Background: an optimization exercise with open tools, aiming at small area. Do not read the settings as production practice.
The RTL was checked by simulation tests, not by an equivalence proof against the original design.
Power figures rest on the tool's default switching activity, not on a simulated workload.

## design/flow/design.v

```verilog
module cpu_alu (
	input [31:0] a,         
	input [31:0] rs1,
	input [31:0] in2,
	input sub,
	input sel_sum,
	input sel_and,
	input sel_or,
	input sel_xor,
	input sel_sh,
	input left,
	input big,              
	input c_lt,
	input c_ge,
	input c_ltu,
	input c_geu,
	input c_eq,
	input c_ne,
	output [31:0] result,
	output cmp
);
	wire [31:0] b = in2 ^ {32{sub}};
	wire [31:0] p = a ^ b;
	wire [31:0] g = a & b;
	wire [32:0] c;
	cpu_cla carry (.p(p), .g(g), .cin(sub), .c(c));
	wire [31:0] sum = p ^ c[31:0];
	wire geu = c[32];
	wire eq = &p;
	wire lt = (rs1[31] ^ in2[31]) ? rs1[31] : ~geu;
	assign cmp = (c_lt & lt) | (c_ge & ~lt) | (c_ltu & ~geu) | (c_geu & geu) |
	             (c_eq & eq) | (c_ne & ~eq);
	wire [31:0] sh;
	cpu_shift shifter (.x(rs1), .n(in2[4:0]), .left(left), .zero(big), .y(sh));
	assign result = ({32{sel_sum}} & sum) | ({32{sel_and | sel_or}} & g) |
	                ({32{sel_xor | sel_or}} & p) | ({32{sel_sh}} & sh) |
	                {31'b0, cmp};
endmodule
module cpu_shift (
	input [31:0] x,
	input [4:0] n,
	input left,
	input zero,
	output [31:0] y
);
	wire [31:0] xi, yr;
	assign yr = xi >> n;
	genvar b;
	generate for (b = 0; b < 32; b = b + 1) begin : rev
		assign xi[b] = left ? x[31 - b] : x[b];
		assign y[b] = ~zero & (left ? yr[31 - b] : yr[b]);
	end endgenerate
endmodule
module cpu_cla (
	input [31:0] p,
	input [31:0] g,
	input cin,
	output [32:0] c
);
	assign c[0] = cin;
	genvar k;
	generate for (k = 0; k < 8; k = k + 1) begin : grp
		wire [3:0] gp = p[4*k+3:4*k];
		wire [3:0] gg = g[4*k+3:4*k];
		assign c[4*k+1] = gg[0] | (gp[0] & c[4*k]);
		assign c[4*k+2] = gg[1] | (gp[1] & c[4*k+1]);
		assign c[4*k+3] = gg[2] | (gp[2] & c[4*k+2]);
		wire G = gg[3] | (gp[3] & gg[2]) | (gp[3] & gp[2] & gg[1]) | (gp[3] & gp[2] & gp[1] & gg[0]);
		wire P = &gp;
		assign c[4*k+4] = G | (P & c[4*k]);
	end endgenerate
endmodule
module cpu_add (
	input [31:0] a,
	input [31:0] b,
	output [31:0] s
);
	wire [31:0] p = a ^ b;
	wire [32:0] c;
	cpu_cla carry (.p(p), .g(a & b), .cin(1'b0), .c(c));
	assign s = p ^ c[31:0];
endmodule
module cpu_inc #(parameter W = 30) (
	input [W-1:0] a,
	output [W-1:0] s
);
	wire [W:0] c;
	assign c[0] = 1'b1;
	genvar i;
	generate for (i = 0; i < W; i = i + 1) begin : bitn
		assign s[i] = a[i] ^ c[i];
		assign c[i+1] = a[i] & c[i];
	end endgenerate
endmodule
module cpu_control (
	input [31:0] ir,
	output is_st,
	output is_ld,
	output is_br,
	output is_jal,
	output is_jalr,
	output is_lui,
	output is_auipc,
	output is_op,
	output reg_write,
	output use_imm,
	output reg [31:0] offset,
	output sub,         
	output sel_sum,
	output sel_and,
	output sel_or,
	output sel_xor,
	output sel_sh,
	output left,        
	output c_lt,        
	output c_ge,
	output c_ltu,
	output c_geu,
	output c_eq,
	output c_ne
);
	wire [6:0] opc = ir[6:0];
	wire [2:0] f3 = ir[14:12];
	wire [6:0] f7 = ir[31:25];
	assign is_lui   = opc == 7'b0110111;
	assign is_auipc = opc == 7'b0010111;
	assign is_br    = opc == 7'b1100011;
	assign is_st    = opc == 7'b0100011;
	wire   is_opi   = opc == 7'b0010011;
	assign is_jal   = opc == 7'b1101111;
	assign is_jalr  = opc == 7'b1100111;
	assign is_op    = opc == 7'b0110011;
	assign is_ld    = opc == 7'b0000011;
	wire   is_fence = opc == 7'b0001111;
	wire   is_sys   = opc == 7'b1110011;
	assign reg_write = is_lui | is_auipc | is_opi | is_jal | is_jalr | is_op | is_sys;
	assign use_imm = is_lui | is_auipc | is_br | is_st | is_opi | is_ld | is_fence | is_sys;
	always @(*) begin
		if (is_opi | is_jalr | is_ld) offset = {{21{ir[31]}}, ir[30:20]};
		else if (is_auipc | is_st) offset = {{21{ir[31]}}, ir[30:25], ir[11:7]};
		else if (is_jal) offset = {{12{ir[31]}}, ir[19:12], ir[20], ir[30:21], 1'b0};
		else if (is_br) offset = {{20{ir[31]}}, ir[7], ir[30:25], ir[11:8], 1'b0};
		else if (is_lui) offset = {ir[31:12], 12'b0};
		else offset = 32'b0;
	end
	wire br_eq  = is_br & (f3 == 3'b000);
	wire br_ne  = is_br & (f3 == 3'b001);
	wire br_lt  = is_br & (f3 == 3'b100);
	wire br_ge  = is_br & (f3 == 3'b101);
	wire br_ltu = is_br & (f3 == 3'b110);
	wire br_geu = is_br & (f3 == 3'b111);
	wire opi_srl = is_opi & (f3 == 3'b101) & (f7 == 7'b0000000 || f7 == 7'b0100000);
	wire rr = is_opi | is_op;    
	wire r_sll = (is_opi & (f3 == 3'b001)) | (is_op & (f3 == 3'b001 || f3 == 3'b011));
	wire r_srl = opi_srl | (is_op & (f3 == 3'b101));
	wire r_slt = rr & (f3 == 3'b010);
	wire r_sltu = is_opi & (f3 == 3'b011);
	wire r_xor = rr & (f3 == 3'b100);
	wire r_or  = rr & (f3 == 3'b110);
	wire r_and = rr & (f3 == 3'b111);
	wire r_sub = is_op & (f3 == 3'b000) & (f7 == 7'b0100000);
	assign c_lt  = br_lt | r_slt;
	assign c_ge  = br_ge;
	assign c_ltu = br_ltu | r_sltu;
	assign c_geu = br_geu;
	assign c_eq  = br_eq;
	assign c_ne  = br_ne;
	wire cmp_op = c_lt | c_ge | c_ltu | c_geu | c_eq | c_ne;
	assign sub = r_sub | cmp_op;
	assign sel_sh = r_sll | r_srl;
	assign left = r_sll;
	assign sel_and = r_and;
	assign sel_or = r_or;
	assign sel_xor = r_xor;
	assign sel_sum = ~(cmp_op | sel_sh | r_and | r_or | r_xor);
endmodule
module cpu_reg(
	input clk,
	input reset,
	input we,
	input [4:0] waddr,
	input [31:0] wdata,
	input [4:0] raddr,
	output [31:0] rdata
);
	localparam [31:0] WSLOT = (32'b1 << 0) | (32'b1 << 6) | (32'b1 << 12) |
	                          (32'b1 << 18) | (32'b1 << 24) | (32'b1 << 29);
	reg [31:0] slot [0:31];
	reg [4:0] rot;
	reg [31:0] valid;
	reg pvalid;
	reg [4:0] prd;
	reg [31:0] pdata;
	wire [4:0] pslot = prd + rot + 5'd1;
	genvar g;
	generate for (g = 0; g < 32; g = g + 1) begin : ring
		if (WSLOT[g]) begin : wr
			always @(posedge clk)
				slot[g] <= (pvalid && pslot == g) ? pdata : slot[(g + 31) % 32];
		end else begin : sh
			always @(posedge clk)
				slot[g] <= slot[(g + 31) % 32];
		end
	end endgenerate
	always @(posedge clk) begin
		if (reset) begin
			rot <= 5'd0;
			valid <= 32'b0;
			pvalid <= 1'b0;
		end else begin
			rot <= rot + 5'd1;
			if (we) valid <= valid | (32'b1 << waddr);
			if (we) pvalid <= 1'b1;
			else if (pvalid && WSLOT[pslot]) pvalid <= 1'b0;
		end
		if (we) begin
			prd <= waddr;
			pdata <= wdata;
		end
	end
	wire [4:0] rs = raddr + rot;
	wire [31:0] rsel = 32'b1 << rs;
	wire [31:0] rslot;
	genvar q, z;
	generate for (q = 0; q < 32; q = q + 1) begin : rd
		wire [31:0] col;
		for (z = 0; z < 32; z = z + 1) begin : c
			assign col[z] = slot[z][q];
		end
		cpu_rmux m (.d(col), .sel(rsel), .y(rslot[q]));
	end endgenerate
	assign rdata = (pvalid && prd == raddr) ? pdata : (valid[raddr] ? rslot : 32'b0);
endmodule
module cpu_rmux (
	input [31:0] d,
	input [31:0] sel,
	output y
);
	assign y = |(d & sel);
endmodule
module cpu(
	input clk_from_external,
	input [31:0] inputdata_from_external_bus,
	input reset_from_external,
	input interrupt_from_external,
	output reg [31:0] outputdata_to_external_bus,
	output reg [31:0] address_to_external_bus_from_cpu,
	output reg [3:0] control_output_to_external_bus,
	output reg interrupt_grant_from_pc
);
	wire clk = clk_from_external;
	wire reset = reset_from_external;
	wire irq = interrupt_from_external;
	wire [31:0] bus = inputdata_from_external_bus;
	reg [2:0] cnt;        
	reg [2:0] icnt;       
	reg [31:0] pc;
	reg [31:0] ir;
	reg [31:0] rs1_val;
	wire is_st, is_ld, is_br, is_jal, is_jalr, is_lui, is_auipc, is_op;
	wire reg_write, use_imm;
	wire [31:0] offset;
	wire sub, sel_sum, sel_and, sel_or, sel_xor, sel_sh, left;
	wire c_lt, c_ge, c_ltu, c_geu, c_eq, c_ne;
	cpu_control control (
		.ir(ir),
		.is_st(is_st), .is_ld(is_ld), .is_br(is_br), .is_jal(is_jal),
		.is_jalr(is_jalr), .is_lui(is_lui), .is_auipc(is_auipc), .is_op(is_op),
		.reg_write(reg_write), .use_imm(use_imm), .offset(offset),
		.sub(sub), .sel_sum(sel_sum), .sel_and(sel_and), .sel_or(sel_or),
		.sel_xor(sel_xor), .sel_sh(sel_sh), .left(left),
		.c_lt(c_lt), .c_ge(c_ge), .c_ltu(c_ltu), .c_geu(c_geu), .c_eq(c_eq), .c_ne(c_ne)
	);
	wire ir_load = irq ? (icnt[1:0] == 2'b10) : ((cnt == 3'd2) | ((cnt == 3'd5) & is_ld));
	wire step3 = ~irq & (cnt == 3'd3);
	wire we = step3 & reg_write;
	wire [31:0] rp;
	wire [31:0] wdata;
	cpu_reg register (
		.clk(clk),
		.reset(reset),
		.we(we),
		.waddr(ir[11:7]),
		.wdata(wdata),
		.raddr(ir_load ? bus[19:15] : ir[24:20]),
		.rdata(rp)
	);
	always @(posedge clk) begin
		if (ir_load) rs1_val <= rp;
		else if (we && ir[11:7] == ir[19:15]) rs1_val <= wdata;
	end
	wire sb = is_st & (ir[14:12] == 3'b000);
	wire sh = is_st & (ir[14:12] == 3'b001);
	wire [31:0] read2 = {sb | sh ? {16{rp[31]}} : rp[31:16], sb ? {8{rp[31]}} : rp[15:8], rp[7:0]};
	wire [31:0] in2 = use_imm ? offset : read2;
	wire [31:0] add_a = is_lui ? 32'b0 : (is_auipc ? pc : rs1_val);
	wire big = is_op & |in2[31:5];
	wire [31:0] alu;
	wire cmp;
	cpu_alu alu_unit (
		.a(add_a), .rs1(rs1_val), .in2(in2),
		.sub(sub), .sel_sum(sel_sum), .sel_and(sel_and), .sel_or(sel_or),
		.sel_xor(sel_xor), .sel_sh(sel_sh), .left(left), .big(big),
		.c_lt(c_lt), .c_ge(c_ge), .c_ltu(c_ltu), .c_geu(c_geu), .c_eq(c_eq), .c_ne(c_ne),
		.result(alu), .cmp(cmp)
	);
	wire [31:0] pc_4;
	assign pc_4[1:0] = pc[1:0];
	cpu_inc #(30) pc_inc (.a(pc[31:2]), .s(pc_4[31:2]));
	wire [31:0] pc_add;
	cpu_add pc_adder (.a(pc), .b(is_jalr ? alu : offset), .s(pc_add));
	wire take = (is_br & cmp) | is_jal | is_jalr;
	wire [31:0] pc_next = take ? pc_add : pc_4;
	assign wdata = (is_jal | is_jalr) ? pc_4 : alu;
	always @(posedge clk) begin
		if (reset) begin
			cnt <= 3'd0;
			icnt <= 3'd0;
			pc <= 32'b0;
			interrupt_grant_from_pc <= 1'b0;
			address_to_external_bus_from_cpu <= 32'b0;
			outputdata_to_external_bus <= 32'b0;
			control_output_to_external_bus <= 4'b0;
		end else if (irq) begin
			icnt <= icnt + 3'd1;
			interrupt_grant_from_pc <= (icnt[1:0] == 2'b00);
			case (icnt)
				3'd7: begin
					outputdata_to_external_bus <= read2;
					control_output_to_external_bus <= 4'b0100;
				end
				3'd2, 3'd6: begin
					ir <= bus;
					control_output_to_external_bus <= 4'b0100;
				end
				3'd3: begin
					outputdata_to_external_bus <= alu;
					control_output_to_external_bus <= 4'b0100;
				end
				default: control_output_to_external_bus <= 4'b1100;
			endcase
		end else begin
			cnt <= (cnt == 3'd5) ? 3'd0 : cnt + 3'd1;
			interrupt_grant_from_pc <= (cnt == 3'd0);
			case (cnt)
				3'd0: begin
					address_to_external_bus_from_cpu <= pc;
					control_output_to_external_bus <= 4'b0001;
				end
				3'd2: begin
					ir <= bus;
					control_output_to_external_bus <= 4'b1111;
				end
				3'd3: begin
					pc <= pc_next;
					if (is_st) begin
						address_to_external_bus_from_cpu <= alu;
						outputdata_to_external_bus <= read2;
						control_output_to_external_bus <= 4'b0011;
					end else if (is_ld) begin
						address_to_external_bus_from_cpu <= alu;
						control_output_to_external_bus <= 4'b0001;
					end else begin
						control_output_to_external_bus <= 4'b0000;
					end
				end
				3'd5: begin
					if (is_ld) begin
						ir <= bus;
						control_output_to_external_bus <= 4'b0001;
					end else begin
						control_output_to_external_bus <= 4'b0000;
					end
				end
				default: ;
			endcase
		end
	end
endmodule
```

## design/flow/run.sh

```bash
#!/bin/bash
# synth_recipe.tcl (not shown) runs the flow's synth.tcl, then flattens the netlist and writes it again
# the make line also repeats each setting of config.mk as NAME=value (left out here)
make -C /OpenROAD-flow-scripts/flow DESIGN_CONFIG=/design/flow/config.mk WORK_HOME=/design/flow/orfs CLKGATE_MAP_FILE= SYNTH_SCRIPT=/design/flow/synth_recipe.tcl finish
```

## design/flow/config.mk

```make
export PLATFORM = sky130hd
export DESIGN_NAME = cpu
export DESIGN_NICKNAME = cpu
export VERILOG_FILES = /design/flow/design.v
export SDC_FILE = /design/flow/constraint.sdc
export NUM_CORES = 4
export LEC_CHECK = 0
export CAP_MARGIN = 20
export CORE_MARGIN = 2
export CORE_UTILIZATION = 60
export CTS_BUF_LIST = sky130_fd_sc_hd__clkbuf_4
export PLACE_DENSITY = 0.7
export SLEW_MARGIN = 20
export SYNTH_HIERARCHICAL = 1
export SYNTH_MINIMUM_KEEP_SIZE = 0
```

## design/flow/constraint.sdc

```tcl
create_clock -name core_clock -period 14.0 [get_ports {clk_from_external}]
set_input_delay 2.8000 -clock core_clock [delete_from_list [all_inputs] [get_ports {clk_from_external}]]
set_output_delay 2.8000 -clock core_clock [all_outputs]
set_load 0.01 [all_outputs]
```

==> notes.md, run 1 <==
Max Clock Skew: 0.141 ns
Post_cts resized: 0
Max stage delay on crit path: 0.95 ns
Total die area: 83500 um^2
Met3 Usage GRT: 9.13%
Setup repair bufs after CTS: 0
Critical Path RT: 15.05 ns
Synth Warn #: 10
Vias/cell: 6.62
CTS buffer count: 323
Core footprint: 80400 um^2
Num ports: 104
Setup CP Type: reg2reg
WL/cell: 29.0 um
Most frequent cells in the layout: dfxtp_1 (1169), a22oi_1 (497), clkbuf_4 (455)
Startpoint types: flop
DP Worst Slack: -0.112 ns
Relative slew slack: 16.1%
Most common cell after layout, fill and taps aside: dfxtp_1
Slowest CP cell: nor3_1
Final-report hold violation count: 0
Initial Util: 60.6%
Arrival time at the worst endpoint: 14.45 ns
Slew Viols, Final: 0
Final nets: 4836
Placed cell count: 5427
Max VDD drop: 0.0818 mV
Layout cells sized above 1: 20.8%
Static Leak: 22.5 nW
Clk Latency, worst-skew pair: 1.25 ns
Post-Layout Cell Count: 5968
PwrDens: 129 nW/um^2
# setup viols final: 0
Mapped cell area: 48700 um^2
Die height: 289 um
Cell family with most CP delay: compound AO/OA/AOI/OAI gates
Post-route minimum period: 13.41 ns
Antenna violations before repair: 5
IO buf count: 103
Largest net degree at the start of global routing: 84
GR Util All Layers: 40.7%
DR DRC count: 0
Final WS setup: 0.595 ns
Max Root-Sink Buffers: 4
First-pass iteration count of the detailed router: 7
Clock sink count: 1270
Die width: 289 um
GRT Max-Usage Layer: met2
First-pass GRT wire length: 250000 um
Crit. End Element: flop
GP Congestion: 1.07
Row count: 104
Syn-to-layout area delta: 14.2%
Total power: 7.18 mW
Crit Path Max Fanout: 15
Routing usage on met1: 51.7%
Initial drt markers: 4753
Max Fclk: 0.0746 GHz
Met2 Use GR: 62.9%
Vias in the first global route: 38714
Mean Syn Cell Area: 11.3 um^2
Clk slew on worst S/H paths: 0.06 ns
Worst-Margin Slew: 1.25 ns
Tcrit/Tclk final: 95.8%
CTS root buf: clkbuf_4
Total gr overflow: 0
Via Count: 39536
Maxcap violations: 0
CTS H-tree lvls: 5
Post-CTS Hold Buffers: 0
Unrepaired setup endpoints after global routing: no
CP bufs+invs: 1
Worst Hold Class: reg2reg
Status: timing/DRC/antenna clean
TritonCTS clock tree: yes
Drt total wl: 173000 um
Antenna Nets Post-Route: 0
Synthesized netlist cell count: 4318
Fill count: 6187
Dpl hpwl: 114000 um
-- worst paths after layout --
kind         slack, ns  cells past startpoint              endpoint            startpoint
max               0.59                     47                pc[23]                 ir[3]
min               0.24                      0  register.slot[31][7]  register.slot[30][7]
max reg2reg       0.59                     47                pc[23]                 ir[3]
min reg2reg       0.24                      0  register.slot[31][7]  register.slot[30][7]
-- cell type report --
class / count / area, um^2 / share of cell area, %
Sequential cell: 1270 / 26400 / 47.5
Multi-Input combinational cell: 2821 / 21600 / 38.8
Clock buffer: 455 / 3420 / 6.14
Timing Repair Buffer: 235 / 2310 / 4.15
Tap cell: 1060 / 1330 / 2.38
Clock inverter: 79 / 383 / 0.688
Inverter: 41 / 154 / 0.277
Antenna cell: 7 / 17.5 / 0.0315
-- worst register-to-register path: cells and delay by family, from the launching register on --
kind,cells,cell delay [ns]
AO/OA/AOI/OAI,21,5.40
flip-flops,1,0.55
buffers and inverters,1,0.29
multiplexers,5,1.02
adder cells (fa/ha/maj),5,1.51
AND/OR/NAND/NOR,12,3.92
XOR/XNOR,3,0.55
-- sequential cells by signal, indices dropped and copies added, names as in the netlist, 5 cells and up --
register / flops
register.prd: 5
register.pdata: 32
address_to_external_bus_from_cpu: 32
ir: 32
register.slot: 1024
pc: 32
rs1_val: 32
register.valid: 32
register.rot: 5
outputdata_to_external_bus: 32
-- where the power goes --
part | total (mW) | leakage [nW] | switching (mW) | internal, mW
Clock | 2.98 | 2.28 | 1.44 | 1.54
Sequential | 3.74 | 10.3 | 0.0386 | 3.70
Combinational | 0.465 | 9.88 | 0.312 | 0.152
-- routing by layer --
layer  vias to the layer above  share of wire (%)
met5                         -             0.0081
met3                       631                 10
met4                         2                6.9
met1                     19148                 39
met2                      2475                 44
li1                      17280                  -
-- per-stage QoR --
stage | hold slack [ns] | utilization, % | area, um^2 | setup TNS [ns]
after floorplan | 0.332 | - | 48700 | 0
after global placement | 0.333 | 64.4 | 51800 | -0.0288
after detailed placement | 0.335 | 64.4 | 51800 | -0.612
after CTS | 0.242 | 69.1 | 55600 | 0
after global routing | 0.269 | 69.2 | 55600 | 0
final | 0.240 | 69.2 | 55600 | 0
==> run 2, diff against run 1 <==
--- a/design/flow/config.mk
+++ b/design/flow/config.mk
@@ -7,9 +7,8 @@
 export LEC_CHECK = 0
 export CAP_MARGIN = 20
 export CORE_MARGIN = 2
-export CORE_UTILIZATION = 60
-export CTS_BUF_LIST = sky130_fd_sc_hd__clkbuf_4
-export PLACE_DENSITY = 0.7
+export CORE_UTILIZATION = 65
+export PLACE_DENSITY = 0.75
 export SLEW_MARGIN = 20
 export SYNTH_HIERARCHICAL = 1
 export SYNTH_MINIMUM_KEEP_SIZE = 0
==> notes.md, run 2 <==
Status: timing/DRC/antenna clean
Core footprint: 74300 um^2
Dpl hpwl: 115000 um
Worst Hold Class: reg2reg
Mean Syn Cell Area: 11.3 um^2
Post-route minimum period: 13.60 ns
First-pass GRT wire length: 244000 um
Post-Layout Cell Count: 5599
Arrival time at the worst endpoint: 14.17 ns
Clk slew on worst S/H paths: 0.06 ns
Initial Util: 65.6%
Placed cell count: 5355
Final-report hold violation count: 0
Synthesized netlist cell count: 4318
Die height: 278 um
Syn-to-layout area delta: 14.9%
Relative slew slack: 21.0%
Critical Path RT: 14.57 ns
GR Util All Layers: 42.2%
Routing usage on met1: 54.3%
Crit. End Element: flop
Layout cells sized above 1: 17.4%
Total die area: 77200 um^2
Drt total wl: 167000 um
Cell Area, Placed: 51600 um^2
Die width: 278 um
Max VDD drop: 0.124 mV
Row count: 100
GP Congestion: 1.16
IO buf count: 103
CTS root buf: clkbuf_16
Clk Latency, worst-skew pair: 0.72 ns
Cell mode on critical path: xor2_1
Slowest CP cell: clkdlybuf4s50_1
Startpoint types: primary input
First-pass iteration count of the detailed router: 10
Non-Filler Cell Area, Final: 56000 um^2
Most flops, register: register.slot
Slew Viols, Final: 0
Tcrit/Tclk final: 97.1%
DR DRC count: 0
Maxcap violations: 0
Static Leak: 22.4 nW
TritonCTS clock tree: yes
Antenna violations before repair: 7
Crit Path Max Fanout: 15
Largest register FFs: 1024
Synth Warn #: 10
Vias/cell: 6.95
Depth of the worst hold-timing path: 0
PwrDens: 135 nW/um^2
CTS H-tree lvls: 3
Initial drt markers: 5609
Max Fclk: 0.0735 GHz
Max Clock Skew: 0.0566 ns
Most frequent cells in the layout: dfxtp_1 (1169), a22oi_1 (497), nor2_1 (276)
Final nets: 4669
Most common cell after layout, fill and taps aside: dfxtp_1
WL/cell: 29.8 um
Total gr overflow: 0
Largest net degree at the start of global routing: 84
Mapped cell area: 48700 um^2
Final core occ: 75.3%
Vias in the first global route: 37293
GRT Max-Usage Layer: met2
Setup CP Type: in2reg
CTS buffer count: 118
Met2 Use GR: 64.6%
Via Count: 38921
Worst-Margin Slew: 1.17 ns
Clock sink count: 1270
Reg2reg path depth: 46
Antenna Nets Post-Route: 0
Max Root-Sink Buffers: 3
# setup viols final: 0
Num ports: 104
Max stage delay on crit path: 0.55 ns
Met3 Usage GRT: 9.81%
run 2: area by class of cell:
cell class                 count  area, um^2
sequential                  1270       26400
multi-input combinational   2821       21700
fill                        5017       18300
clock buffer                 166        3450
timing repair buffer         273        2380
tap                          969        1210
clock inverter                56         706
inverter                      41         154
antenna                        3        7.51
run 2: final timing paths:
kind	start	end	slack [ns]
worst max-delay path	interrupt_from_external	pc[26]	0.40
worst min-delay path	register.slot[22][23]	register.slot[23][23]	0.32
worst max register to register	ir[2]	pc[26]	1.10
worst min register to register	register.slot[22][23]	register.slot[23][23]	0.32
run 2: worst max-delay path, delay by kind of cell:
kind / cells / cell delay, ns
multiplexers: 5 / 1.53
XOR/XNOR: 3 / 0.84
AO/OA/AOI/OAI: 17 / 3.88
AND/OR/NAND/NOR: 10 / 2.53
buffers and inverters: 3 / 1.11
adder cells (fa/ha/maj): 4 / 1.42
run 2: through the flow:
step / hold WS, ns / setup slack [ns] / TNS [ns] / total power, mW
after floorplan: 0.332 / 0.654 / 0 / 4.03
after global placement: 0.332 / -0.178 / -1.33 / 4.25
after detailed placement: 0.335 / -0.299 / -2.55 / 4.25
after CTS: 0.320 / 0.323 / 0 / 7.52
after global routing: 0.329 / -0.0660 / -0.0978 / 7.72
final: 0.321 / 0.400 / 0 / 7.55
run 2: what timing repair did:
action,4_1_cts,5_1_grt
endpoints found under the setup margin,0,19
gates resized for setup,0,16
buffers inserted,0,19
hold buffers,0,0
run 2: power breakdown:
part           switching (mW)  total (mW)  internal (mW)  leakage [nW]
Clock                    1.43        3.35           1.92          2.04
Sequential             0.0395        3.74           3.70          10.3
Combinational           0.310       0.464          0.154          10.1
Total                    1.78        7.55           5.77          22.4
run 2: routing by layer:
| layer | part of all wire [%] | routed length [um] |
|---|---|---|
| met1 | 38 | 63300 |
| met3 | 11 | 18000 |
| met2 | 44 | 72700 |
| met4 | 7.8 | 13000 |
| met5 | 0.015 | 25 |
==> run 3, diff against run 2 <==
--- a/design/flow/design.v
+++ b/design/flow/design.v
@@ -236,7 +236,20 @@
 	input [31:0] sel,
 	output y
 );
-	assign y = |(d & sel);
+	wire [10:0] t;
+	genvar k;
+	generate for (k = 0; k < 10; k = k + 1) begin : grp
+		cpu_aoi222 a (.d(d[3*k+2:3*k]), .s(sel[3*k+2:3*k]), .yn(t[k]));
+	end endgenerate
+	assign t[10] = ~((d[30] & sel[30]) | (d[31] & sel[31]));
+	assign y = ~&t;
+endmodule
+module cpu_aoi222 (
+	input [2:0] d,
+	input [2:0] s,
+	output yn
+);
+	assign yn = ~((d[0] & s[0]) | (d[1] & s[1]) | (d[2] & s[2]));
 endmodule
 module cpu(
 	input clk_from_external,
==> design/flow/config.mk (replaced) <==
export PLATFORM = sky130hd
export DESIGN_NAME = cpu
export DESIGN_NICKNAME = cpu
export VERILOG_FILES = /design/flow/design.v
export SDC_FILE = /design/flow/constraint.sdc
export NUM_CORES = 4
export LEC_CHECK = 0
export CAP_MARGIN = 0
export CORE_MARGIN = 2
export CORE_UTILIZATION = 60
export CTS_BUF_LIST = sky130_fd_sc_hd__clkbuf_8
export CTS_CLUSTER_SIZE = 30
export PLACE_DENSITY = 0.7
export SLEW_MARGIN = 0
export SYNTH_HIERARCHICAL = 1
export SYNTH_MINIMUM_KEEP_SIZE = 0
==> notes.md, run 3 <==
Max Root-Sink Buffers: 3
Worst reg2reg endpoint: pc[30]
Drt total wl: 167000 um
R2R Setup Slk: 1.83 ns
Cell Area, Placed: 51200 um^2
# setup viols final: 0
CTS buffer count: 188
Via Count: 37899
Post-route minimum period: 13.26 ns
Crit. End Element: flop
Antenna violations before repair: 7
Row count: 103
TritonCTS clock tree: yes
Largest net degree at the start of global routing: 70
First-pass GRT wire length: 245000 um
Initial drt markers: 5866
Comb pwr share: 6.2%
P_sw: 1.82 mW
First-pass iteration count of the detailed router: 12
Die width: 287 um
Unrepaired setup endpoints after global routing: no
Clk slew on worst S/H paths: 0.06 ns
CTS H-tree lvls: 4
Total die area: 82400 um^2
WL/cell: 29.8 um
Worst Hold Launch: register.slot[8][23]
Non-Filler Cell Area, Final: 55200 um^2
Setup CP Type: in2reg
Startpoint types: primary input
Most flops, register: register.slot
Initial Util: 60.7%
TNS Setup: 0 ns
Static Leak: 22.7 nW
Relative slew slack: 16.7%
Register area: 26400 um^2
Depth of the worst hold-timing path: 0
Final-report hold violation count: 0
Worst r2r src: ir[3]
Setup repair bufs after CTS: 0
Most common cell after layout, fill and taps aside: dfxtp_1
Area of the multi-input gates: 20900 um^2
Dpl hpwl: 117000 um
Max VDD drop: 0.0730 mV
Die height: 287 um
Critical Path RT: 14.77 ns
PwrDens: 133 nW/um^2
Slowest CP cell: clkdlybuf4s50_1
Layout cells sized above 1: 19.2%
Largest register FFs: 1024
Synth Warn #: 10
CTS root buf: clkbuf_8
DR DRC count: 0
Final core occ: 69.8%
Vias in the first global route: 36705
Clk pwr share: 42.8%
Internal power: 5.51 mW
WHS Endpoint: register.slot[9][23]
Antenna Nets Post-Route: 0
Clock sink count: 1270
Total gr overflow: 0
Crit Path Max Fanout: 10
Fill count: 5874
GR Util All Layers: 39.9%
Status: timing/DRC/antenna clean
Synthesized netlist cell count: 4126
Switching Fraction: 24.9%
Most frequent cells in the layout: dfxtp_1 (1169), a222oi_1 (354), nand2_1 (286)
Clk Latency, worst-skew pair: 0.88 ns
Reg2reg path depth: 45
Post-CTS Hold Buffers: 0
Final nets: 4556
Post_cts resized: 0
Max Fclk: 0.0754 GHz
Max Clock Skew: 0.0705 ns
Core footprint: 79100 um^2
Seq pwr share: 51.0%
Syn-to-layout area delta: 15.0%
Arrival time at the worst endpoint: 14.03 ns
Placed cell count: 5272
Tcrit/Tclk final: 94.7%
Mapped cell area: 48000 um^2
Vias/cell: 6.75
Max stage delay on crit path: 0.54 ns
Slew Viols, Final: 0
Worst Hold Class: reg2reg
Mean Syn Cell Area: 11.6 um^2
GP Congestion: 1.12
IO buf count: 103
Maxcap violations: 0
Post-Layout Cell Count: 5616
Num ports: 104
Worst-Margin Slew: 1.24 ns
==> run 3: area by class of cell <==
class                           instances  share of cell area (%)
Tap cell                             1050                    2.38
Inverter                               41                   0.279
Antenna cell                            2                 0.00906
Clock inverter                        109                    1.49
Timing Repair Buffer                  282                    4.32
Sequential cell                      1270                    47.9
Multi-Input combinational cell       2629                    37.9
Clock buffer                          233                    5.81
==> run 3: critical path: cells and delay by family <==
family | cells | cell delay, ns
compound gates | 15 | 3.93
buf+inv | 4 | 1.18
fa+ha+maj | 3 | 0.97
simple gates | 12 | 3.44
mux | 4 | 1.25
xor+xnor | 2 | 0.40
==> run 3: metrics by stage <==
stage / setup slack [ns] / hold slack, ns / power, mW
final: 0.735 / 0.304 / 7.34
after global routing: 0.188 / 0.304 / 7.54
after CTS: 0.964 / 0.297 / 7.34
after detailed placement: 0.102 / 0.336 / 4.25
after global placement: 0.136 / 0.331 / 4.25
after floorplan: 1.30 / 0.330 / 4.03
==> run 3: metal layers <==
layer / GRT usage, % / vias to the layer above / part of all wire (%)
met5: 0 / - / 0.0060
met4: 22.4 / 2 / 6.3
met3: 9.17 / 487 / 11
met2: 60.3 / 2339 / 43
met1: 53.0 / 18475 / 40
li1: - / 16596 / -
==> run 3: power by group through the flow <==
stage               clock network [mW]  logic, mW  registers, mW
floorplan                            0      0.225           3.80
global route                      3.33      0.471           3.74
global placement                     0      0.435           3.82
detailed placement                   0      0.437           3.82
CTS                               3.17      0.440           3.74
finish                            3.14      0.455           3.74
==> run 3: worst max-delay path by stage <==
stage / cells past startpoint / slack [ns] / start / end
after floorplan: 44 / 1.30 / interrupt_from_external / pc[28]
after global placement: 44 / 0.14 / interrupt_from_external / pc[28]
after detailed placement: 44 / 0.10 / interrupt_from_external / pc[26]
after CTS: 44 / 0.96 / interrupt_from_external / pc[30]
after global routing: 44 / 0.19 / interrupt_from_external / pc[31]
final: 40 / 0.74 / interrupt_from_external / pc[30]
==> run 4, diff against run 3 <==
==> design/flow/flow/run.sh (new file) <==
#!/bin/bash
# Layout flow: the standard flow (standard.sh), with two settings added to
# its config.mk: ports buffered with the smallest buffer cell, and clock tree
# synthesis without dummy loads. Each tool's output goes to its own log.
set -e
cp standard.sh standard_sh.txt
cat >> config.mk <<'EOC'
export BUFFER_PORTS_ARGS = -buffer_cell sky130_fd_sc_hd__buf_1
export CTS_ARGS = -sink_clustering_enable -repair_clock_nets -dont_use_dummy_load -buf_list sky130_fd_sc_hd__clkbuf_8 -sink_clustering_size 13 -sink_clustering_max_diameter 80 -sink_buffer_max_cap_derate 0.3
EOC
cp config.mk config_mk.txt
bash standard.sh > standard.log 2>&1
==> design/flow/standard.sh (new file) <==
#!/bin/bash
# synth_recipe.tcl (not shown) runs the flow's synth.tcl, then flattens the netlist and writes it again
# the make line also repeats each setting of config.mk as NAME=value (left out here)
make -C /OpenROAD-flow-scripts/flow DESIGN_CONFIG=/design/flow/config.mk WORK_HOME=/design/flow/orfs CLKGATE_MAP_FILE= SYNTH_SCRIPT=/design/flow/synth_recipe.tcl "${@:-finish}"
==> design/flow/config.mk (replaced) <==
export PLATFORM = sky130hd
export DESIGN_NAME = cpu
export DESIGN_NICKNAME = cpu
export VERILOG_FILES = /design/flow/design.v
export SDC_FILE = /design/flow/constraint.sdc
export NUM_CORES = 4
export LEC_CHECK = 0
export CAP_MARGIN = 20
export CORE_MARGIN = 2
export CORE_UTILIZATION = 60
export PLACE_DENSITY = 0.7
export SLEW_MARGIN = 20
export SYNTH_HIERARCHICAL = 1
export SYNTH_MINIMUM_KEEP_SIZE = 0
export BUFFER_PORTS_ARGS = -buffer_cell sky130_fd_sc_hd__buf_1
export CTS_ARGS = -sink_clustering_enable -repair_clock_nets -dont_use_dummy_load -buf_list sky130_fd_sc_hd__clkbuf_8 -sink_clustering_size 13 -sink_clustering_max_diameter 80 -sink_buffer_max_cap_derate 0.3
removed: design/flow/run.sh
==> notes.md, run 4 <==
Row count: 103
Total die area: 82400 um^2
R2R Setup Slk: 1.09 ns
DR DRC count: 0
Slew Viols, Final: 0
Critical Path RT: 14.65 ns
Post-CTS Hold Buffers: 0
Max VDD drop: 0.0935 mV
Mapped cell area: 48000 um^2
WL/cell: 30.2 um
Synth Warn #: 10
Unrepaired setup endpoints after global routing: no
Slowest CP cell: nor4b_1
GR Util All Layers: 38.4%
Die height: 287 um
Arrival time at the worst endpoint: 14.31 ns
# setup viols final: 0
Crit. End Element: flop
Startpoint types: primary input
Clk slew on worst S/H paths: 0.08 ns
Core footprint: 79100 um^2
Initial drt markers: 5369
Static Leak: 20.7 nW
Post-Layout Cell Count: 5360
Most common cell after layout, fill and taps aside: dfxtp_1
CTS root buf: clkbuf_8
Syn-to-layout area delta: 7.97%
Mean Syn Cell Area: 11.6 um^2
Num ports: 104
First-pass GRT wire length: 236000 um
Vias/cell: 6.88
Max Fclk: 0.0732 GHz
Relative slew slack: 23.5%
Fill count: 6213
Final nets: 4455
Largest register FFs: 1024
Drt total wl: 162000 um
Antenna violations before repair: 3
Die width: 287 um
CTS H-tree lvls: 3
Final-report hold violation count: 0
Comb pwr share: 7.1%
Tcrit/Tclk final: 97.5%
IO buf count: 103
Antenna Nets Post-Route: 0
Placed cell count: 5251
Total gr overflow: 0
Worst-Margin Slew: 1.15 ns
Most frequent cells in the layout: dfxtp_1 (1169), a222oi_1 (354), nand2_1 (286)
Setup repair bufs after CTS: 0
PwrDens: 115 nW/um^2
Max Clock Skew: 0.177 ns
DP Worst Slack: 0.151 ns
Internal power: 4.51 mW
TNS Setup: 0 ns
Final WS setup: 0.343 ns
Max Root-Sink Buffers: 3
GP Congestion: 1.07
Clock sink count: 1270
Maxcap violations: 0
First-pass iteration count of the detailed router: 10
Max stage delay on crit path: 0.87 ns
Synthesized netlist cell count: 4126
Total power: 5.97 mW
Layout cells sized above 1: 15.9%
Cell mode on critical path: buf_4
Switching Fraction: 24.5%
Crit Path Max Fanout: 9
Status: timing/DRC/antenna clean
TritonCTS clock tree: yes
Worst Hold Class: reg2reg
Dpl hpwl: 115000 um
Clk pwr share: 30.3%
Final core occ: 65.6%
Initial Util: 60.7%
Largest net degree at the start of global routing: 89
Vias in the first global route: 35328
Setup CP Type: in2reg
Most flops, register: register.slot
P_sw: 1.46 mW
Seq pwr share: 62.6%
CTS buffer count: 108
Post-route minimum period: 13.66 ns
Clk Latency, worst-skew pair: 0.80 ns
Post_cts resized: 0
Via Count: 36875
==> run 4: cell types whose count changed in the layout (fill, tap and decap cells not counted), sizes merged <==
cell and change:
buf +80, bufinv -7, clkbuf -124, clkdlybuf4s50 -102
clkinv -22, clkinvlp -1, diode -1, inv -79
==> run 4: final cells by class <==
class / count / area (um^2) / share of cell area, %
sequential: 1270 / 26400 / 51.0
clock buffer: 108 / 1490 / 2.87
inverter: 41 / 154 / 0.297
timing repair buffer: 261 / 1580 / 3.04
tap: 1050 / 1310 / 2.53
multi-input combinational: 2629 / 20900 / 40.3
antenna: 1 / 2.50 / 0.00482
==> run 4: worst max-delay path, delay by kind of cell <==
family | cells | cell delay [ns]
AO/OA/AOI/OAI | 15 | 4.00
XOR/XNOR | 2 | 0.33
adder cells (fa/ha/maj) | 2 | 0.76
buffers and inverters | 6 | 1.23
multiplexers | 4 | 1.12
AND/OR/NAND/NOR | 12 | 4.04
==> run 4: worst paths after layout <==
check,start,end,cells past startpoint
setup reg to reg,ir[3],pc[29],46
hold / removal,register.slot[12][21],register.slot[13][21],0
hold reg to reg,register.slot[12][21],register.slot[13][21],0
setup / recovery,interrupt_from_external,pc[29],41
==> run 4: power groups by stage <==
stage	Clock, mW	Sequential, mW	Combinational (mW)
after CTS	1.82	3.73	0.412
after detailed placement	0	3.82	0.410
final	1.81	3.73	0.425
after global placement	0	3.82	0.409
after floorplan	0	3.80	0.225
after global routing	1.96	3.74	0.442
==> run 4: routing by layer <==
metal / routed length [um] / global-route usage (%) / vias to the layer above
li1: - / - / 16222
met1: 66200 / 52.7 / 18122
met2: 70000 / 57.8 / 2112
met3: 16000 / 6.56 / 419
met4: 9650 / 21.1 / 0
met5: 0 / 0 / -
==> run 4: stage by stage <==
step                      area (um^2)  hold WS (ns)
after floorplan                 48000         0.330
after global placement          50400         0.332
after detailed placement        50400         0.335
after CTS                       51900         0.262
after global routing            51900         0.274
final                           51900         0.273
==> run 5, diff against run 4 <==
==> design/flow/flow/run.sh (replaced) <==
#!/bin/bash
# Layout flow: the standard flow (standard.sh), with two settings added to
# its config.mk: ports buffered with the smallest buffer cell, and clock tree
# synthesis without dummy loads. Each tool's output goes to its own log.
set -e
cp standard.sh standard_sh.txt
cat >> config.mk <<'EOC'
export BUFFER_PORTS_ARGS = -buffer_cell sky130_fd_sc_hd__buf_1
export CTS_ARGS = -sink_clustering_enable -repair_clock_nets -dont_use_dummy_load -buf_list sky130_fd_sc_hd__clkbuf_8 -sink_clustering_size 30
EOC
cp config.mk config_mk.txt
bash standard.sh > standard.log 2>&1
--- a/design/flow/config.mk
+++ b/design/flow/config.mk
@@ -13,4 +13,4 @@
 export SYNTH_HIERARCHICAL = 1
 export SYNTH_MINIMUM_KEEP_SIZE = 0
 export BUFFER_PORTS_ARGS = -buffer_cell sky130_fd_sc_hd__buf_1
-export CTS_ARGS = -sink_clustering_enable -repair_clock_nets -dont_use_dummy_load -buf_list sky130_fd_sc_hd__clkbuf_8 -sink_clustering_size 13 -sink_clustering_max_diameter 80 -sink_buffer_max_cap_derate 0.3
+export CTS_ARGS = -sink_clustering_enable -repair_clock_nets -dont_use_dummy_load -buf_list sky130_fd_sc_hd__clkbuf_8 -sink_clustering_size 30
==> notes.md, run 5 <==
Status: timing/DRC/antenna clean
Die height: 287 um
Row count: 103
Syn-to-layout area delta: 10.2%
Setup repair bufs after CTS: 0
Clock sink count: 1270
TritonCTS clock tree: yes
Worst Hold Launch: register.slot[1][16]
Max Fclk: 0.0734 GHz
CTS buffer count: 186
WL/cell: 30.0 um
Antenna Nets Post-Route: 0
Fill count: 6102
Initial Util: 60.7%
Max Clock Skew: 0.113 ns
Largest net degree at the start of global routing: 89
Largest register FFs: 1024
Most frequent cells in the layout: dfxtp_1 (1169), a222oi_1 (354), nand2_1 (286)
Most flops, register: register.slot
Tcrit/Tclk final: 97.4%
Cell Area, Placed: 50400 um^2
Synthesized netlist cell count: 4126
Arrival time at the worst endpoint: 14.31 ns
Max VDD drop: 0.0902 mV
Area of the multi-input gates: 20900 um^2
Clk Latency, worst-skew pair: 0.86 ns
Non-Filler Cell Area, Final: 52900 um^2
Final core occ: 66.9%
Num ports: 104
Slew Viols, Final: 0
Placed cell count: 5251
Total die area: 82400 um^2
Cell family with most CP delay: simple AND/OR/NAND/NOR gates
Crit path from: interrupt_from_external
First-pass iteration count of the detailed router: 12
Worst-Margin Slew: 1.14 ns
Post-Layout Cell Count: 5439
GP Congestion: 1.07
GR Util All Layers: 38.9%
Post-CTS Hold Buffers: 0
Core footprint: 79100 um^2
Static Leak: 21.3 nW
Worst r2r src: ir[3]
Layout cells sized above 1: 17.4%
TNS Setup: 0 ns
CTS root buf: clkbuf_8
CP bufs+invs: 6
Synth Warn #: 10
Dpl hpwl: 115000 um
DR DRC count: 0
Post-route minimum period: 13.63 ns
Critical Path RT: 14.68 ns
Total gr overflow: 0
Unrepaired setup endpoints after global routing: no
Maxcap violations: 0
IO buf count: 103
Mean Syn Cell Area: 11.6 um^2
Hold slack: 0.274 ns
CTS H-tree lvls: 4
Final nets: 4533
Register area: 26400 um^2
Final-report hold violation count: 0
Max Root-Sink Buffers: 3
Via Count: 37162
Vias in the first global route: 35939
Post_cts resized: 0
Clk slew on worst S/H paths: 0.06 ns
Initial drt markers: 5411
Cell mode on critical path: buf_4
First-pass GRT wire length: 238000 um
Crit Path Max Fanout: 9
Crit. End Element: flop
Worst Hold Class: reg2reg
Drt total wl: 163000 um
Die width: 287 um
# setup viols final: 0
Slowest CP cell: nor4b_1
Startpoint types: primary input
Max stage delay on crit path: 0.92 ns
Setup CP Type: in2reg
Antenna violations before repair: 2
Most common cell after layout, fill and taps aside: dfxtp_1
Relative slew slack: 24.1%
Vias/cell: 6.83
Mapped cell area: 48000 um^2
PwrDens: 124 nW/um^2
[run 5: final cells by class]
class                           count  area share, %
Antenna cell                        2        0.00945
Inverter                           41          0.291
Tap cell                         1050           2.48
Clock buffer                      186           4.83
Multi-Input combinational cell   2629           39.5
Timing Repair Buffer              261           2.98
Sequential cell                  1270           49.9
[run 5: metrics by stage]
stage               total power, mW  worst slack (ns)
floorplan                      4.03              1.30
global placement               4.22             0.221
detailed placement             4.23             0.151
CTS                            6.58             0.847
global route                   6.75             0.327
finish                         6.57             0.368
[run 5: worst reg2reg max path, delay by kind of cell (launching register included)]
family          cells  cell delay, ns
mux                 4            0.81
compound gates     16            4.32
flops               1            0.56
xor+xnor            2            0.31
buf+inv             6            1.28
fa+ha+maj           2            0.76
simple gates       16            4.81
[run 5: worst paths after layout]
kind | depth (start not counted) | slack [ns] | endpoint
hold reg to reg | 0 | 0.27 | register.slot[2][16]
setup reg to reg | 46 | 1.06 | pc[26]
hold / removal | 0 | 0.27 | register.slot[2][16]
setup / recovery | 41 | 0.37 | pc[26]
[run 5: layer usage]
metal	share of wire (%)	track usage, %	vias up
li1	-	-	16373
met5	0	0	-
met1	41	52.5	18200
met2	43	58.5	2143
met4	6.2	22.3	0
met3	9.9	7.63	446
[run 5: power breakdown]
group	switching (mW)	leakage (nW)	total [mW]	internal, mW
clock network	1.23	1.34	2.40	1.17
logic	0.298	9.63	0.426	0.128
registers	0.0390	10.3	3.74	3.70
total	1.57	21.3	6.57	5.00
==> run 6, diff against run 5 <==
--- a/design/flow/flow/run.sh
+++ b/design/flow/flow/run.sh
@@ -6,7 +6,7 @@
 cp standard.sh standard_sh.txt
 cat >> config.mk <<'EOC'
 export BUFFER_PORTS_ARGS = -buffer_cell sky130_fd_sc_hd__buf_1
-export CTS_ARGS = -sink_clustering_enable -repair_clock_nets -dont_use_dummy_load -buf_list sky130_fd_sc_hd__clkbuf_8 -sink_clustering_size 30
+export CTS_ARGS = -sink_clustering_enable -repair_clock_nets -dont_use_dummy_load -buf_list sky130_fd_sc_hd__clkbuf_16 -sink_clustering_size 24 -sink_clustering_max_diameter 100 -sink_buffer_max_cap_derate 0.3
 EOC
 cp config.mk config_mk.txt
 bash standard.sh > standard.log 2>&1
--- a/design/flow/config.mk
+++ b/design/flow/config.mk
@@ -13,4 +13,4 @@
 export SYNTH_HIERARCHICAL = 1
 export SYNTH_MINIMUM_KEEP_SIZE = 0
 export BUFFER_PORTS_ARGS = -buffer_cell sky130_fd_sc_hd__buf_1
-export CTS_ARGS = -sink_clustering_enable -repair_clock_nets -dont_use_dummy_load -buf_list sky130_fd_sc_hd__clkbuf_8 -sink_clustering_size 30
+export CTS_ARGS = -sink_clustering_enable -repair_clock_nets -dont_use_dummy_load -buf_list sky130_fd_sc_hd__clkbuf_16 -sink_clustering_size 24 -sink_clustering_max_diameter 100 -sink_buffer_max_cap_derate 0.3
==> notes.md, run 6 <==
Maxcap violations: 0
Clock sink count: 1270
Initial drt markers: 5415
Crit Path Max Fanout: 9
Drt total wl: 161000 um
Max Clock Skew: 0.126 ns
GP Congestion: 1.07
Largest net degree at the start of global routing: 89
Final-report hold violation count: 0
Setup CP Type: in2reg
Most frequent cells in the layout: dfxtp_1 (1169), a222oi_1 (354), nand2_1 (286)
Static Leak: 20.7 nW
Worst r2r src: ir[3]
Synth Warn #: 10
Depth of the worst hold-timing path: 0
Cell Area, Placed: 50400 um^2
Antenna Nets Post-Route: 0
Startpoint types: primary input
# setup viols final: 0
Clk slew on worst S/H paths: 0.09 ns
Num ports: 104
Total gr overflow: 0
Worst Hold Launch: register.slot[10][31]
Crit. End Element: flop
Post-Layout Cell Count: 5312
Layout cells sized above 1: 15.0%
TNS Setup: 0 ns
PwrDens: 116 nW/um^2
Total die area: 82400 um^2
Core footprint: 79100 um^2
IO buf count: 103
Initial Util: 60.7%
CTS buffer count: 60
Largest register FFs: 1024
Synthesized netlist cell count: 4126
Antenna violations before repair: 2
CTS H-tree lvls: 2
First-pass GRT wire length: 235000 um
First-pass iteration count of the detailed router: 10
Hold slack: 0.289 ns
Worst Hold Class: reg2reg
WL/cell: 30.4 um
Non-Filler Cell Area, Final: 51900 um^2
Slew Viols, Final: 0
Max Fclk: 0.0735 GHz
Vias/cell: 6.90
Post-route minimum period: 13.61 ns
Placed cell count: 5251
Most flops, register: register.slot
R2R Setup Slk: 1.26 ns
Syn-to-layout area delta: 8.00%
Tcrit/Tclk final: 97.2%
TritonCTS clock tree: yes
Final core occ: 65.6%
Critical Path RT: 14.55 ns
WHS Endpoint: register.slot[11][31]
Relative slew slack: 24.1%
Via Count: 36662
Setup repair bufs after CTS: 0
Clk Latency, worst-skew pair: 0.71 ns
Most common cell after layout, fill and taps aside: dfxtp_1
Vias in the first global route: 34868
Row count: 103
Dpl hpwl: 115000 um
Arrival time at the worst endpoint: 14.16 ns
Post-CTS Hold Buffers: 0
Mapped cell area: 48000 um^2
Die width: 287 um
Final nets: 4407
Max Root-Sink Buffers: 3
Max stage delay on crit path: 0.88 ns
Status: timing/DRC/antenna clean
Max VDD drop: 0.142 mV
Slowest CP cell: nor4b_1
Cell mode on critical path: buf_4
Worst reg2reg endpoint: pc[29]
Unrepaired setup endpoints after global routing: no
Mean Syn Cell Area: 11.6 um^2
GR Util All Layers: 38.2%
DR DRC count: 0
CTS root buf: clkbuf_16
Worst-Margin Slew: 1.14 ns
Reg2reg path depth: 46
Die height: 287 um
Post_cts resized: 0
==> run 6: changes by cell type in the layout (fill, tap and decap cells not counted), sizes merged <==
cell    delta
diode      -1
clkbuf   -126
==> run 6: layout make-up <==
class	count	area, um^2
flip-flops and latches	1270	26400
inverters	41	154
fillers	6197	27200
diodes	1	2.50
multi-input cells	2629	20900
repair buffers	261	1580
clock buffers	60	1500
well taps	1050	1310
==> run 6: power breakdown <==
group	switching (mW)	internal, mW	leakage, nW	total, mW
clock	1.08	0.761	0.739	1.84
combinational	0.296	0.128	9.63	0.424
sequential	0.0388	3.69	10.3	3.73
total	1.41	4.58	20.7	6.00
==> run 6: metrics by stage <==
stage	total power, mW	setup WS (ns)
floorplan	4.03	1.30
global placement	4.22	0.221
detailed placement	4.23	0.151
CTS	6.00	0.730
global route	6.16	0.156
finish	6.00	0.393
==> run 6: how the worst max path moves through the flow <==
stage | from | end | slack, ns | cells past startpoint
after floorplan | interrupt_from_external | pc[28] | 1.30 | 44
after global placement | interrupt_from_external | pc[31] | 0.22 | 41
after detailed placement | interrupt_from_external | pc[26] | 0.15 | 41
after CTS | interrupt_from_external | pc[29] | 0.73 | 41
after global routing | interrupt_from_external | pc[29] | 0.16 | 41
final | interrupt_from_external | pc[29] | 0.39 | 41
==> run 6: worst max-delay path: cells and delay by family <==
kind	cells	cell delay, ns
fa+ha+maj	2	0.76
mux	4	1.12
compound gates	15	3.87
buf+inv	6	1.23
simple gates	12	4.00
xor+xnor	2	0.34
==> run 6: routing by layer <==
| metal | share of wire, % | wire length, um | track usage, % |
|---|---|---|---|
| met1 | 41 | 66000 | 52.6 |
| met2 | 44 | 70400 | 58.3 |
| met3 | 9.5 | 15300 | 6.00 |
| met4 | 6.0 | 9700 | 20.1 |
| met5 | 0.0068 | 11 | 0 |
==> run 7, diff against run 6 <==
--- a/design/flow/design.v
+++ b/design/flow/design.v
@@ -2,6 +2,8 @@
 	input [31:0] a,         
 	input [31:0] rs1,
 	input [31:0] in2,
+	input [31:0] pc_4,
+	input sel_pc4,
 	input sub,
 	input sel_sum,
 	input sel_and,
@@ -17,6 +19,7 @@
 	input c_eq,
 	input c_ne,
 	output [31:0] result,
+	output [31:0] sum,
 	output cmp
 );
 	wire [31:0] b = in2 ^ {32{sub}};
@@ -24,7 +27,7 @@
 	wire [31:0] g = a & b;
 	wire [32:0] c;
 	cpu_cla carry (.p(p), .g(g), .cin(sub), .c(c));
-	wire [31:0] sum = p ^ c[31:0];
+	assign sum = p ^ c[31:0];
 	wire geu = c[32];
 	wire eq = &p;
 	wire lt = (rs1[31] ^ in2[31]) ? rs1[31] : ~geu;
@@ -33,7 +36,7 @@
 	wire [31:0] sh;
 	cpu_shift shifter (.x(rs1), .n(in2[4:0]), .left(left), .zero(big), .y(sh));
 	assign result = ({32{sel_sum}} & sum) | ({32{sel_and | sel_or}} & g) |
-	                ({32{sel_xor | sel_or}} & p) | ({32{sel_sh}} & sh) |
+	                ({32{sel_xor | sel_or}} & p) | ({32{sel_sh}} & sh) | ({32{sel_pc4}} & pc_4) |
 	                {31'b0, cmp};
 endmodule
 module cpu_shift (
@@ -309,22 +312,24 @@
 	wire [31:0] add_a = is_lui ? 32'b0 : (is_auipc ? pc : rs1_val);
 	wire big = is_op & |in2[31:5];
 	wire [31:0] alu;
+	wire [31:0] sum;
 	wire cmp;
+	wire [31:0] pc_4;
+	wire link = (is_jal | is_jalr) & ~irq;
 	cpu_alu alu_unit (
 		.a(add_a), .rs1(rs1_val), .in2(in2),
-		.sub(sub), .sel_sum(sel_sum), .sel_and(sel_and), .sel_or(sel_or),
+		.pc_4(pc_4), .sel_pc4(link),
+		.sub(sub), .sel_sum(sel_sum & ~link), .sel_and(sel_and), .sel_or(sel_or),
 		.sel_xor(sel_xor), .sel_sh(sel_sh), .left(left), .big(big),
 		.c_lt(c_lt), .c_ge(c_ge), .c_ltu(c_ltu), .c_geu(c_geu), .c_eq(c_eq), .c_ne(c_ne),
-		.result(alu), .cmp(cmp)
+		.result(alu), .sum(sum), .cmp(cmp)
 	);
-	wire [31:0] pc_4;
 	assign pc_4[1:0] = pc[1:0];
 	cpu_inc #(30) pc_inc (.a(pc[31:2]), .s(pc_4[31:2]));
-	wire [31:0] pc_add;
-	cpu_add pc_adder (.a(pc), .b(is_jalr ? alu : offset), .s(pc_add));
-	wire take = (is_br & cmp) | is_jal | is_jalr;
-	wire [31:0] pc_next = take ? pc_add : pc_4;
-	assign wdata = (is_jal | is_jalr) ? pc_4 : alu;
+	wire take = (is_br & cmp) | is_jal;
+	wire [31:0] pc_next;
+	cpu_add pc_adder (.a(pc), .b(is_jalr ? sum : (take ? offset : 32'd4)), .s(pc_next));
+	assign wdata = alu;
 	always @(posedge clk) begin
 		if (reset) begin
 			cnt <= 3'd0;
==> design/flow/flow/run.sh (replaced) <==
#!/bin/bash
# Layout flow: the standard flow (standard.sh), with two settings added to
# its config.mk: ports buffered with the smallest buffer cell, and clock tree
# synthesis without dummy loads. Each tool's output goes to its own log.
set -e
cp standard.sh standard_sh.txt
cat >> config.mk <<'EOC'
export BUFFER_PORTS_ARGS = -buffer_cell sky130_fd_sc_hd__buf_1
export CTS_ARGS = -sink_clustering_enable -repair_clock_nets -dont_use_dummy_load -buf_list sky130_fd_sc_hd__clkbuf_8 -sink_clustering_size 13 -sink_clustering_max_diameter 80 -sink_buffer_max_cap_derate 0.3
EOC
cp config.mk config_mk.txt
bash standard.sh > standard.log 2>&1
==> design/flow/config.mk (replaced) <==
export PLATFORM = sky130hd
export DESIGN_NAME = cpu
export DESIGN_NICKNAME = cpu
export VERILOG_FILES = /design/flow/design.v
export SDC_FILE = /design/flow/constraint.sdc
export NUM_CORES = 4
export LEC_CHECK = 0
export CAP_MARGIN = 20
export CORE_MARGIN = 2
export CORE_UTILIZATION = 70
export PLACE_DENSITY = 0.85
export SLEW_MARGIN = 20
export SYNTH_HIERARCHICAL = 1
export SYNTH_MINIMUM_KEEP_SIZE = 0
export BUFFER_PORTS_ARGS = -buffer_cell sky130_fd_sc_hd__buf_1
export CTS_ARGS = -sink_clustering_enable -repair_clock_nets -dont_use_dummy_load -buf_list sky130_fd_sc_hd__clkbuf_8 -sink_clustering_size 13 -sink_clustering_max_diameter 80 -sink_buffer_max_cap_derate 0.3
==> notes.md, run 7 <==
Status: timing/DRC/antenna clean
Max stage delay on crit path: 0.63 ns
Max Clock Skew: 0.163 ns
Initial drt markers: 6593
Max Fclk: 0.0737 GHz
Synthesized netlist cell count: 4098
Register area: 26400 um^2
DR DRC count: 0
R2R Setup Slk: 1.03 ns
Num ports: 104
Worst-Margin Slew: 1.12 ns
Tcrit/Tclk final: 97.0%
Crit Path Max Fanout: 19
Relative slew slack: 25.0%
Antenna violations before repair: 4
Die height: 264 um
Post-CTS Hold Buffers: 0
Worst r2r src: ir[3]
Clk pwr share: 30.5%
Total die area: 69900 um^2
Total power: 5.96 mW
Slowest CP cell: nor2_4
DP Worst Slack: -0.140 ns
Post-route minimum period: 13.58 ns
Startpoint types: primary input
Vias in the first global route: 36882
Via Count: 38325
Max VDD drop: 0.0955 mV
CTS H-tree lvls: 3
PwrDens: 117 nW/um^2
Max Root-Sink Buffers: 3
Depth of the worst hold-timing path: 0
Most common cell after layout, fill and taps aside: dfxtp_1
TNS Setup: 0 ns
Fill count: 4223
Placed cell count: 4990
Mapped cell area: 47500 um^2
Layout cells sized above 1: 13.7%
Final core occ: 75.7%
Slew Viols, Final: 0
# setup viols final: 0
Initial Util: 70.7%
Dpl hpwl: 106000 um
Comb pwr share: 6.9%
Worst Hold Class: reg2reg
Syn-to-layout area delta: 7.01%
Drt total wl: 163000 um
Vias/cell: 7.51
Seq pwr share: 62.6%
First-pass iteration count of the detailed router: 15
Clk Latency, worst-skew pair: 0.83 ns
CTS buffer count: 108
TritonCTS clock tree: yes
Core footprint: 67200 um^2
Maxcap violations: 0
Mean Syn Cell Area: 11.6 um^2
Static Leak: 20.1 nW
CP bufs+invs: 6
Critical Path RT: 14.59 ns
P_sw: 1.46 mW
Internal power: 4.49 mW
GP Congestion: 1.02
Clk slew on worst S/H paths: 0.09 ns
Synth Warn #: 10
Worst Hold Launch: register.slot[8][18]
GR Util All Layers: 45.1%
Most flops, register: register.slot
Post-Layout Cell Count: 5105
WL/cell: 31.9 um
Reg2reg path depth: 50
Final-report hold violation count: 0
Antenna Nets Post-Route: 0
Switching Fraction: 24.5%
First-pass GRT wire length: 237000 um
Row count: 95
Largest register FFs: 1024
IO buf count: 103
CTS root buf: clkbuf_8
Worst reg2reg endpoint: pc[28]
Final WS setup: 0.424 ns
Total gr overflow: 0
Final nets: 4377
Unrepaired setup endpoints after global routing: no
Cell family with most CP delay: compound AO/OA/AOI/OAI gates
Clock sink count: 1270
Crit. End Element: flop
Area of the multi-input gates: 20300 um^2
Arrival time at the worst endpoint: 14.17 ns
Die width: 264 um
Most frequent cells in the layout: dfxtp_1 (1169), a222oi_1 (354), nand2_1 (315)
Cell mode on critical path: buf_4
Setup CP Type: in2reg
WHS Endpoint: register.slot[9][18]
Largest net degree at the start of global routing: 79
-- run 7: area by class of cell --
cell class | instances | share of cell area, %
timing repair buffer | 210 | 2.62
tap | 873 | 2.15
clock buffer | 108 | 2.93
inverter | 39 | 0.288
multi-input combinational | 2604 | 40.0
sequential | 1270 | 52.0
antenna | 1 | 0.00493
-- run 7: worst max-delay path by stage --
stage                                       start  slack (ns)  endpoint  cells after the start
after floorplan           interrupt_from_external        1.06    pc[28]                     48
after global placement    interrupt_from_external        0.20    pc[28]                     46
after detailed placement  interrupt_from_external       -0.14    pc[28]                     46
after CTS                 interrupt_from_external        0.54    pc[28]                     46
after global routing      interrupt_from_external      0.0002    pc[21]                     45
final                     interrupt_from_external        0.42    pc[28]                     47
-- run 7: worst reg2reg max path, delay by kind of cell, from the launching register on --
| kind | cells | cell delay [ns] |
|---|---|---|
| compound gates | 21 | 4.31 |
| xor+xnor | 3 | 0.58 |
| fa+ha+maj | 5 | 1.68 |
| buf+inv | 4 | 1.16 |
| flops | 1 | 0.56 |
| mux | 2 | 0.57 |
| simple gates | 15 | 3.97 |
-- run 7: layer usage --
layer  wire length (um)  up-vias  global-route usage (%)
li1                   -    16015                       -
met1              59400    18493                    57.6
met2              71500     3092                    69.5
met3              19700      721                    9.48
met4              12400        4                    30.3
met5                 23        -                       0
-- run 7: power by group through the flow --
stage	Clock [mW]	Combinational [mW]	Sequential [mW]
after floorplan	0	0.213	3.80
after global placement	0	0.385	3.81
after detailed placement	0	0.390	3.81
after CTS	1.80	0.392	3.73
after global routing	1.93	0.424	3.73
final	1.81	0.414	3.73
-- run 7: repair_timing --
item | 4_1_cts | 5_1_grt
setup buffers | 0 | 5
endpoints found under the setup margin | 0 | 15
gates resized for setup | 0 | 3
-- run 7: metrics by stage --
stage / cell area (um^2) / hold WS, ns
final: 50800 / 0.264
after floorplan: 47500 / 0.330
after global routing: 50800 / 0.275
after CTS: 50800 / 0.253
after global placement: 49300 / 0.331
after detailed placement: 49300 / 0.335
==> run 8, diff against run 7 <==
--- a/design/flow/config.mk
+++ b/design/flow/config.mk
@@ -7,8 +7,8 @@
 export LEC_CHECK = 0
 export CAP_MARGIN = 20
 export CORE_MARGIN = 2
-export CORE_UTILIZATION = 70
-export PLACE_DENSITY = 0.85
+export CORE_UTILIZATION = 60
+export PLACE_DENSITY = 0.7
 export SLEW_MARGIN = 20
 export SYNTH_HIERARCHICAL = 1
 export SYNTH_MINIMUM_KEEP_SIZE = 0
==> notes.md, run 8 <==
Layout cells sized above 1: 15.0%
R2R Setup Slk: 1.43 ns
Max stage delay on crit path: 0.64 ns
Row count: 103
Unrepaired setup endpoints after global routing: no
Worst reg2reg endpoint: pc[31]
Crit path from: interrupt_from_external
Synth Warn #: 10
Die height: 285 um
IO buf count: 103
Cell Area, Placed: 49900 um^2
Largest register FFs: 1024
Crit Path Max Fanout: 19
CTS root buf: clkbuf_8
DR DRC count: 0
Antenna violations before repair: 2
Max Root-Sink Buffers: 3
Mean Syn Cell Area: 11.6 um^2
WL/cell: 29.5 um
Core footprint: 78600 um^2
Vias in the first global route: 35225
Tcrit/Tclk final: 93.9%
Worst r2r src: ir[3]
Post-CTS Hold Buffers: 0
Largest net degree at the start of global routing: 83
Cell mode on critical path: a21oi_1
First-pass iteration count of the detailed router: 10
Most common cell after layout, fill and taps aside: dfxtp_1
Setup repair bufs after CTS: 0
Arrival time at the worst endpoint: 13.77 ns
TritonCTS clock tree: yes
Dpl hpwl: 110000 um
Num ports: 104
Vias/cell: 6.84
Via Count: 36588
Clk Latency, worst-skew pair: 0.78 ns
Most frequent cells in the layout: dfxtp_1 (1169), a222oi_1 (354), nand2_1 (315)
Post-route minimum period: 13.14 ns
Depth of the worst hold-timing path: 0
Max Clock Skew: 0.133 ns
Initial drt markers: 5272
Most flops, register: register.slot
Slowest CP cell: or3b_1
Synthesized netlist cell count: 4098
Relative slew slack: 25.7%
Worst Setup EP: pc[31]
Setup CP Type: in2reg
GP Congestion: 1.03
Register area: 26400 um^2
Antenna Nets Post-Route: 0
Max VDD drop: 0.0757 mV
Worst-Margin Slew: 1.11 ns
Clk slew on worst S/H paths: 0.09 ns
Critical Path RT: 14.62 ns
Crit. End Element: flop
Final nets: 4437
GR Util All Layers: 37.7%
Mapped cell area: 47500 um^2
Non-Filler Cell Area, Final: 51400 um^2
CTS H-tree lvls: 3
First-pass GRT wire length: 231000 um
# setup viols final: 0
Total gr overflow: 0
Fill count: 6281
Slew Viols, Final: 0
CP bufs+invs: 4
CP Depth: 45
Drt total wl: 158000 um
Maxcap violations: 0
Syn-to-layout area delta: 8.32%
Max Fclk: 0.0761 GHz
TNS Setup: 0 ns
Worst Hold Class: reg2reg
CTS buffer count: 110
PwrDens: 116 nW/um^2
Initial Util: 60.4%
Static Leak: 20.4 nW
Area of the multi-input gates: 20300 um^2
Final-report hold violation count: 0
Total die area: 81400 um^2
Clock sink count: 1270
Post_cts resized: 0
Startpoint types: primary input
Status: timing/DRC/antenna clean
Die width: 285 um
Reg2reg path depth: 48
Final core occ: 65.4%
Cell family with most CP delay: compound AO/OA/AOI/OAI gates
[run 8: cell count changes in the layout (fill, tap and decap cells not counted), moves of 2 or more]
| cell | before | now |
|---|---|---|
| o21ai_1 | 9 | 5 |
| nor2_4 | 33 | 36 |
| clkbuf_8 | 108 | 110 |
| diode_2 | 1 | 5 |
| o21ai_0 | 57 | 60 |
| buf_12 | 11 | 3 |
| nor2_2 | 6 | 2 |
| buf_4 | 96 | 163 |
[run 8: worst min-delay path by stage]
stage                                       end                   from  slack [ns]
after floorplan            register.slot[10][0]    register.slot[9][0]        0.33
after global placement    register.slot[14][13]  register.slot[13][13]        0.33
after detailed placement  register.slot[19][10]  register.slot[18][10]        0.33
after CTS                 register.slot[19][27]  register.slot[18][27]        0.27
after global routing      register.slot[19][27]  register.slot[18][27]        0.28
final                     register.slot[25][27]  register.slot[24][27]        0.27
[run 8: worst register-to-register path: cells and delay by family, from the launching register on]
kind            cells  cell delay, ns
simple gates       14            3.53
flops               1            0.57
fa+ha+maj           5            1.81
compound gates     21            4.90
buf+inv             3            0.57
xor+xnor            3            0.53
mux                 2            0.59
[run 8: final cells by class]
class / instances / area share, %
Sequential cell: 1270 / 51.4
Multi-Input combinational cell: 2603 / 39.5
Timing Repair Buffer: 269 / 3.26
Clock buffer: 110 / 2.94
Tap cell: 1050 / 2.55
Inverter: 39 / 0.285
Antenna cell: 5 / 0.0243
[run 8: per-layer routing]
metal	routed length (um)	GRT usage (%)	share of wire [%]	up-vias
met5	0	0	0	-
met4	8420	18.6	5.3	0
met3	14900	6.54	9.4	403
met2	70200	58.8	45	2068
met1	64100	50.8	41	17969
li1	-	-	-	16148
[run 8: per-stage QoR]
stage | hold slack, ns | power [mW] | worst slack [ns] | instances
final | 0.269 | 5.96 | 0.857 | 5346
after global routing | 0.276 | 6.13 | 0.227 | 5343
after CTS | 0.270 | 5.97 | 1.06 | 5341
after detailed placement | 0.335 | 4.21 | 0.339 | 5231
after global placement | 0.332 | 4.21 | 0.443 | 5231
after floorplan | 0.330 | 4.01 | 1.06 | 4099
[run 8: where the power goes]
group | leakage [nW] | switching (mW) | internal (mW)
combinational | 9.24 | 0.292 | 0.125
sequential | 10.3 | 0.0340 | 3.69
clock | 0.791 | 1.12 | 0.696

static timing again, ports no longer ideal:
Ports are ideal in the flow. The routed layouts listed here were re-timed in OpenROAD. Step 1 sets driving cells, clkbuf_16 on the clock port and buf_2 on the other inputs (assumed; they add their load-dependent delay and slew). Step 2 moves the port delays by t, midway between the first and last clock arrival at a register: inputs arrive t later, outputs are due t later. That takes back most of the time a late clock gives input paths. Three values: ideal ports, drivers, drivers and shift; two values: the first two.
run | t, ns | setup WS [ns] | latest minus earliest clock arrival (ns)
run 1 | 1.248 | 0.595 / 0.595 / -0.554 | 0.141 / 0.141
run 2 | 0.760 | 0.400 / 0.446 / -0.314 | 0.061 / 0.060
run 3 | 0.918 | 0.735 / 0.780 / -0.139 | 0.071 / 0.071
run 4 | 0.777 | 0.343 / 0.388 / -0.390 | 0.177 / 0.177
run 5 | 0.869 | 0.368 / 0.412 / -0.457 | 0.114 / 0.113
run 6 | 0.719 | 0.393 / 0.441 / -0.278 | 0.126 / 0.126
run 7 | 0.823 | 0.424 / 0.473 / -0.350 | 0.165 / 0.166
run 8 | 0.787 | 0.857 / 0.898 / 0.111 | 0.132 / 0.133
Met with ideal ports but missed after step 2: setup timing in 7 of these runs. For run 1, which loses most, drivers alone change the setup slack by 0.000 ns; drivers and shift together by -1.149 ns.
